Source: an optimization exercise on an open RTL-to-GDS flow (aim: a short achievable clock period and few clock cycles). Production flows keep margins and buffers that such runs may drop. Function was checked by simulation only, so behaviour that the tests miss may differ from the original. Power and IR drop assume default switching activity.

## flow/config.mk

```make
export PLATFORM = sky130hd
export DESIGN_NAME = Temple
export DESIGN_NICKNAME = Temple
export VERILOG_FILES = /design/flow/design.v
export SDC_FILE = /design/flow/constraint.sdc
export NUM_CORES = 4
export LEC_CHECK = 0
export CAP_MARGIN = 20
export CORE_MARGIN = 2
export CORE_UTILIZATION = 40
export PLACE_DENSITY = 0.6
export SLEW_MARGIN = 20
```

## flow/constraint.sdc

```tcl
create_clock -name core_clock -period 7.0 [get_ports {clk}]
set_input_delay 1.4000 -clock core_clock [delete_from_list [all_inputs] [get_ports {clk}]]
set_output_delay 1.4000 -clock core_clock [all_outputs]
set_load 0.01 [all_outputs]
```

## flow/design.v

```verilog
`timescale 1ns / 1ns
`timescale 1ns / 1ns
module alu #(
    parameter DATA_WIDTH = 16
) (
    input [DATA_WIDTH-1:0] data_in1,
    data_in2,
    input [1:0] op,
    output reg [DATA_WIDTH-1:0] data_out,
    output [2:0] flag
);
  reg carry;
  wire zero, neg;
  wire [16:0] data_in1_add, data_in2_add;
  assign data_in1_add = data_in1;
  assign data_in2_add = data_in2;
  always @(*) begin
    case (op)
      2'b00: {carry, data_out} = {1'b0, ~(data_in1 | data_in2)};
      2'b01: {carry, data_out} = data_in1_add + data_in2_add;
      2'b10: {carry, data_out} = {1'b0, data_in1};
      2'b11: {carry, data_out} = {1'b0, (data_in2 >> 1)};
    endcase
  end
  assign zero = ~(|data_out);
  assign neg  = data_out[DATA_WIDTH-1];
  assign flag = {zero, neg, carry};
endmodule
`timescale 1ns / 1ns
module register #(
    parameter N = 16
) (
    input clk,
    rst,
    en,
    input [N-1:0] data_in,
    output reg [N-1:0] data_out
);
  always @(posedge clk, negedge rst) begin
    if (!rst) begin
      data_out <= 0;
    end else begin
      if (en) begin
        data_out <= data_in;
      end
    end
  end
endmodule
`timescale 1ns / 1ns
module registerfile #(
    parameter N = 16,
    M = 5
) (
    input clk,
    en,
    input [N-1:0] wr_data,
    input [M-1:0] addr,
    output [N-1:0] rd_data
);
  reg [N-1:0] mem[(2**M)-1:0];
  assign rd_data = (addr == 29) ? 0 : ( (addr == 30) ? 16'h1 : ( (addr == 31) ? 16'hffff : mem[addr]));
  always @(posedge clk) begin
    if (en) begin
      mem[addr] <= wr_data;
    end
  end
endmodule
`timescale 1ns / 1ns
 `timescale 1ns / 1ns
module state (
    input            clk,
    rst,
    input      [2:0] op,
    output reg [3:0] state,
    input      [2:0] flag
);
  reg [3:0] nextstate;
  reg       br;
  always @(*) begin
    case (state)
      4'b0000: begin
        if (op == 3'b000) begin
          nextstate = 4'b0001;
        end else if (op == 3'b001) begin
          nextstate = 4'b0010;
        end else if (op == 3'b010) begin
          nextstate = 4'b0011;
        end else if (op == 3'b011) begin
          nextstate = 4'b1010;
        end else if (op == 3'b100) begin
          nextstate = 4'b0100;
        end else if (op == 3'b101) begin
          nextstate = 4'b0101;
        end else if (op == 3'b110) begin
          nextstate = 4'b1000;
        end else nextstate = 4'b0111;
      end
      4'b0001: begin
        nextstate = 4'b1010;
      end
      4'b0010: nextstate = 4'b1010;
      4'b0011: nextstate = 4'b1010;
      4'b0100: nextstate = 4'b1010;
      4'b0101: nextstate = 4'b0110;
      4'b0110: nextstate = 4'b1010;
      4'b0111: nextstate = 4'b1010;
      4'b1000:
      if (br) nextstate = 4'b1001;
      else nextstate = 4'b1010;
      4'b1001: nextstate = 4'b0000;
      4'b1010: nextstate = 4'b0000;
      default: nextstate = 4'b0000;
    endcase   
  end
  always @(posedge clk, negedge rst) begin
    if (!rst) begin
      state <= 4'b0000;
    end else begin
      state <= nextstate;
    end
  end
  always @(*) begin
    case (op)
      3'h0: br = 0;
      3'h1: br = flag[0];
      3'h2: br = flag[1];
      3'h3: br = flag[1] | flag[0];
      3'h4: br = flag[2];
      3'h5: br = flag[2] | flag[0];
      3'h6: br = flag[2] | flag[1];
      3'h7: br = 1;
      default: br = 0;
    endcase   
  end   
endmodule   
`timescale 1ns / 1ns
 `timescale 1ns / 1ns
module decode (
    input [2:0] op,
    input [3:0] state,
    output reg [13:0] dec
);
  always @(*) begin
    case (state)
      4'b0000: begin
        if (op == 3'b110) begin
          dec = 14'b1_1_x_x_xx_xx_1_0_0_1_0_0;
        end else if (op == 3'b101) begin
          dec = 14'b1_1_x_x_xx_xx_1_0_0_0_0_0;
        end else if (op == 3'b011) begin
          dec = 14'bx_1_0_x_1x_xx_0_0_1_0_0_0;
        end else begin
          dec = 14'bx_1_x_x_xx_xx_0_0_0_1_0_0;
        end
      end
      4'b0001: dec = 14'bx_1_x_1_xx_00_0_1_0_0_1_0;
      4'b0010: dec = 14'bx_1_x_1_xx_01_0_1_0_0_1_0;
      4'b0011: dec = 14'bx_0_x_0_1x_xx_0_1_0_0_0_0;
      4'b0100: dec = 14'bx_0_x_x_xx_xx_0_0_0_0_0_1;
      4'b0101: dec = 14'b1_1_x_0_00_xx_1_1_0_0_0_0;
      4'b0110: dec = 14'b1_1_x_0_01_xx_0_1_0_0_0_0;
      4'b1000: dec = 14'bx_1_1_x_xx_xx_0_0_1_0_0_0;
      4'b1001: dec = 14'b0_1_x_x_xx_xx_1_0_0_0_0_0;
      4'b0111: dec = 14'bx_1_x_1_xx_11_0_1_0_0_1_0;
      4'b1011: dec = 14'bx_1_0_x_xx_xx_0_0_0_0_0_1;
      4'b1010: dec = 14'b1_1_x_x_xx_xx_1_0_0_0_0_0;
      default: dec = 14'b0;
    endcase
  end
endmodule
`timescale 1ns / 1ns
module Temple #(
    parameter ADDR_WIDTH = 16,
    parameter DATA_WIDTH = 16
) (
    input                   clk,
    rst,
    output [ADDR_WIDTH-1:0] addr,
    input  [          15:0] rd_data,
    output [          15:0] wr_data,
    output                  en
);
  wire [15:0] pc_sel_data, acc_sel_data, reg_sel_data, imm_sel_data;
  wire [15:0] pc_out, add_out, acc_out;
  wire [15:0] regfile_out, rf_out, alu_out;
  wire [2:0] flag_out, alu_flag;
  wire pc_sel, acc_sel, reg_sel, addr_sel;
  wire pc_en, acc_en, regfile_en, flag_en, rf_en;
  wire [1:0] imm_sel, alu_op;
  wire [ 2:0] op;
  wire [ 3:0] state;
  wire [13:0] dec;
  wire [ 4:0] regfile_addr;
  wire [ 7:0] half_imm_data;
  assign {pc_sel,addr_sel,reg_sel,acc_sel,imm_sel[1:0],alu_op[1:0],pc_en,acc_en,regfile_en,rf_en,flag_en,en} = dec;
  state statemachine (
      .clk(clk),
      .rst(rst),
      .op(op),
      .state(state),
      .flag(flag_out)
  );
  decode decode (
      .op(op),
      .state(state),
      .dec(dec)
  );
  register PC (
      .clk(clk),
      .rst(rst),
      .en(pc_en),
      .data_in(pc_sel_data),
      .data_out(pc_out)
  );
  register Acc (
      .clk(clk),
      .rst(rst),
      .en(acc_en),
      .data_in(acc_sel_data),
      .data_out(acc_out)
  );
  register #(
      .N(3)
  ) flag (
      .clk(clk),
      .rst(rst),
      .en(flag_en),
      .data_in(alu_flag),
      .data_out(flag_out)
  );
  register regi (
      .clk(clk),
      .rst(rst),
      .en(rf_en),
      .data_in(regfile_out),
      .data_out(rf_out)
  );
  alu alu (
      .data_in1(rf_out),
      .data_in2(acc_out),
      .op(alu_op),
      .data_out(alu_out),
      .flag(alu_flag)
  );
  registerfile regfile (
      .clk(clk),
      .en(regfile_en),
      .wr_data(reg_sel_data),
      .rd_data(regfile_out),
      .addr(regfile_addr)
  );
  assign pc_sel_data = (pc_sel) ? add_out : rf_out;
  assign add_out = pc_out + 16'h1;
  assign acc_sel_data = (acc_sel) ? alu_out : imm_sel_data;
  assign reg_sel_data = (reg_sel) ? add_out : acc_out;
  assign addr = addr_sel ? {pc_out[15:1], 1'b0} : {rf_out[15:1], 1'b0};
  assign wr_data = acc_out;
  assign op = (pc_out[0]) ? rd_data[15:13] : rd_data[7:5];
  assign regfile_addr = (pc_out[0]) ? rd_data[12:8] : rd_data[4:0];
  assign half_imm_data = (pc_out[0]) ? rd_data[15:8] : rd_data[7:0];
  assign imm_sel_data = (imm_sel[1]) ? rd_data[15:0] : ( (imm_sel[0]) ? {half_imm_data, acc_out[7:0]} : {acc_out[15:8], half_imm_data});
endmodule   
```

## flow/run.sh

```bash
#!/bin/bash
# synth_recipe.tcl (not shown) runs the flow's synth.tcl, then flattens the netlist and writes it again
# the make line also repeats each setting of config.mk as NAME=value (left out here)
make -C /OpenROAD-flow-scripts/flow DESIGN_CONFIG=/design/flow/config.mk WORK_HOME=/design/flow/orfs CLKGATE_MAP_FILE= SYNTH_SCRIPT=/design/flow/synth_recipe.tcl finish
```

==> flow_metrics.tcl <==
set metrics [dict create \
    port_buffers 49 \
    fin_skew_ns 0.0386 \
    syn-cell-area_mm2 0.0235 \
    worst_pin_slew_ns 1.09 \
    placed_cells 2290 \
    fin_area_mm2 0.0272 \
    async_flop_share_pct 10.0 \
    num_antenna_cells 0 \
    cp_cell_sequence "nor2_1 -> o21ai_0 -> o31a_2 -> nand2_1 -> o21ai_0 -> clkdlybuf4s50_1" \
    antenna_found_initial 3 \
    cpLargestDelayFamily "compound AO/OA/AOI/OAI gates" \
    rows 88 \
    setup_viol 0 \
    grt_pass1_wl_mm 93.9 \
    insertion_delay_ns 0.64 \
    wire_per_inst_um 26.9 \
    seq_area_frac_synth_pct 69.0 \
    clk_pin_slew_worst_paths_ns 0.06 \
    slowest_stage "dfrtp_1" \
    cts_max_level 2 \
    fmax_mhz 216 \
    multi_input_area_mm2 0.00702 \
    grtUsageTotal_pct 21.4 \
    status "complete, no violations" \
    viasPerCell 5.85 \
    place_area_mm2 0.0253 \
    cap_violations 0 \
    fillers 4944 \
    internal_power_mw 7.82 \
    end_kind "primary output" \
    syn_inst 1492 \
    finalSetupTns_ns 0 \
    clkPwrFrac_pct 25.4 \
    cts.sinks 550 \
    p_per_area_mw_per_mm2 447 \
    cts_inserted_buffers 56 \
    coreArea_mm2 0.0579 \
    grt_pass1_vias 13600 \
    timing.final.ws_setup_ns 2.38 \
    synth.area.top_cells "edfxtp_1 63%, mux4_2 11%, dfrtp_1 5.8%, o21ai_0 2.3%, nand2_1 2.0%" \
    first_iter_violations 1755 \
    switching_power_mw 4.37 \
    fin_crit_ns 4.62 \
    switching_share_pct 35.8 \
    pwr-share-comb_pct 34.6 \
    clockRootBuffer "clkbuf_16" \
    cp-start-kind "register" \
    finalCritPeriodShare_pct 66.0 \
    antenna_left 0 \
    grt_max_degree 76 \
    hp-class "register to register" \
    yosysUniqueCellTypes 66 \
    crit_fanout 30 \
    dr_total_vias 14000 \
    dr.pass1.iters 6 \
    ctsHoldBuffers 0 \
    synth_top_cell_area_share_pct 63.1 \
    critical_path_class "register to primary output" \
    ys_seq_elements 550 \
    cp_common_cell "o21ai_0" \
    syn_nets 1544 \
    rsz0062_at_grt "false" \
    pwr-share-seq_pct 40.1 \
    slew_violations 0 \
    die_w_um 247 \
    tritoncts "built" \
    ff_latch_area_mm2 0.0162 \
    instances_no_fill 2392 \
    io_pins 51 \
    finalHoldViolations 0 \
    synth_enable_flop_cells 495 \
    die_area_mm2 0.0608 \
    worst_ep_required_time_ns 5.60 \
    crit_arrival_ns 3.22 \
    drive_gt1_share_pct 18.9 \
    clock_path_buffers 3 \
    netlist_top_cells_count "495 x edfxtp_1, 125 x nand2_1, 112 x mux4_2" \
    drc 0 \
    syn_avg_cell_area_um2 15.8 \
    cts_setup_buffers 0 \
    final_util_pct 47.0 \
    synth_flop_cell "edfxtp_1" \
    synth_top_area_cell "edfxtp_1" \
    hpwl_mm 40.7 \
    path_buf_inv 1 \
    overflow 0 \
    max_stage_delay_ns 0.78 \
    start_util_pct 40.6 \
    post-place-ws_ns 2.00 \
    layout.nets 1636 \
    wl_mm 64.3 \
    ir_worst_vdd_mv 0.273 \
    ctsResizeCount 0 \
    power_leakage_nw 9.09 \
    synth_warnings 6 \
    slew-limit-headroom_pct 27.1 \
    yosysMostFrequentCell "edfxtp_1" \
    finalWeightedCongestion 0.887 \
    die_h_um 247 \
    syn_to_final_growth_pct 15.7 \
]
[final timing paths]
kind,start,to,slack [ns],depth (start not counted)
max,statemachine.state[0],addr[4],2.38,6
min,flag.data_out[0],flag.data_out[0],0.50,2
max reg2reg,PC.data_out[0],regi.data_out[12],3.13,7
min reg2reg,flag.data_out[0],flag.data_out[0],0.50,2
max in group asynchronous,rst,PC.data_out[10],5.45,2
min in group asynchronous,rst,Acc.data_out[0],0.95,2
[state kept, by name (all words and copies together), names as in the netlist]
signal,flops
regi.data_out,16
regfile.mem,495
Acc.data_out,16
PC.data_out,16
statemachine.state,4
flag.data_out,3
[routing by layer]
metal  wire, um  track usage [%]  share of wire [%]  vias to the layer above
met3       5530             5.35                8.6                      101
met1      26800             29.4                 42                     7198
met5         13                0              0.020                        -
met2      30100             33.7                 47                      598
li1           -                -                  -                     6094
met4       1900             6.41                3.0                        2
[worst register-to-register path: stages, from the launching register on]
cell     delay (ns)
dfrtp_1        0.55
buf_4          0.33
mux2_8         0.63
buf_4          0.71
mux4_2         0.64
a22oi_1        0.50
and4_1         0.28
o21ai_0        0.08
[metrics by stage]
stage | power [mW] | hold slack, ns
floorplan | 7.37 | 0.447
global placement | 9.05 | 0.485
detailed placement | 9.16 | 0.491
CTS | 12.2 | 0.506
global route | 12.8 | 0.528
finish | 12.2 | 0.495
[cells in the final DEF (no fill, tap or decap), types with 8 or more instances in the layout]
| master | synthesis | layout |
|---|---|---|
| edfxtp_1 | 495 | 495 |
| nand2_1 | 125 | 125 |
| mux4_2 | 112 | 112 |
| o21ai_0 | 107 | 92 |
| nor2_1 | 101 | 90 |
| buf_4 | 3 | 61 |
| a21oi_1 | 62 | 59 |
| a22oi_1 | 57 | 57 |
| clkbuf_16 | 0 | 56 |
| dfrtp_1 | 55 | 55 |
| clkdlybuf4s50_1 | 0 | 48 |
| inv_1 | 45 | 45 |
| ha_1 | 33 | 33 |
| a31oi_1 | 21 | 21 |
| and4_1 | 17 | 17 |
| o21ai_2 | 0 | 12 |
| clkbuf_1 | 52 | 12 |
| nor3_1 | 12 | 11 |
| xnor2_1 | 11 | 11 |
| nand3_1 | 11 | 11 |
| xor2_1 | 11 | 11 |
| nand2b_1 | 9 | 9 |
| mux2i_1 | 11 | 9 |
| and3_1 | 8 | 8 |
| o21a_1 | 8 | 8 |
| nor2_4 | 0 | 8 |
| bufinv_16 | 0 | 8 |
[layout make-up]
| class | instances | area share [%] |
|---|---|---|
| sequential | 550 | 59.6 |
| multi-input combinational | 821 | 25.8 |
| clock buffer | 73 | 5.56 |
| tap | 765 | 3.51 |
| timing repair buffer | 110 | 3.46 |
| clock inverter | 28 | 1.44 |
| inverter | 45 | 0.620 |
[power groups by stage]
stage	combinational (mW)	clock (mW)	sequential, mW
6_report	4.21	3.09	4.88
5_1_grt	4.59	3.29	4.92
4_1_cts	4.22	3.15	4.88
3_5_place_dp	4.21	0	4.95
3_3_place_gp	4.11	0	4.94
2_1_floorplan	2.53	0	4.84
[kinds of logic (layout without fill, tap and decap cells)]
family | after synthesis | count (layout) | synth area share, %
AO/OA/AOI/OAI | 322 | 322 | 8.60
AND/OR/NAND/NOR | 311 | 311 | 6.10
adder cells (fa/ha/maj) | 34 | 34 | 1.84
other | 1 | 1 | 0.0159
multiplexers | 131 | 131 | 11.6
flip-flops | 550 | 550 | 69.0
XOR/XNOR | 22 | 22 | 0.819
buffers and inverters | 121 | 256 | 2.07
Testbench counts, summed over its fixed seeds: cycles 396,368.

-- static timing again, ports no longer ideal --
How much do the figures lean on ideal ports? The routed layout below was timed once more, with nothing changed but the port constraints. Step 1: set_driving_cell puts a clkbuf_16 on clk and a buf_2 on each other input, an assumption about the parent block. Step 2 adds t to the input delays and takes it off the output delays; t is the mean of the earliest and latest rising clock arrival at the registers after step 1. Input paths then give back, and output paths get back, about the clock's delay inside the block. a / b / c = no drivers / after step 1 / after step 2; a / b = the first two.
shift t [ns]: 0.676
slack for setup (ns): 2.377 / 2.319 / 2.028
slew at the worst register clock pin (ns): 0.07 / 0.07
worst data-port slew with drivers (ns): 0.04
After both steps this run still meets setup and hold. For this run, drivers alone change the setup slack by -0.058 ns; drivers and shift together by -0.349 ns.
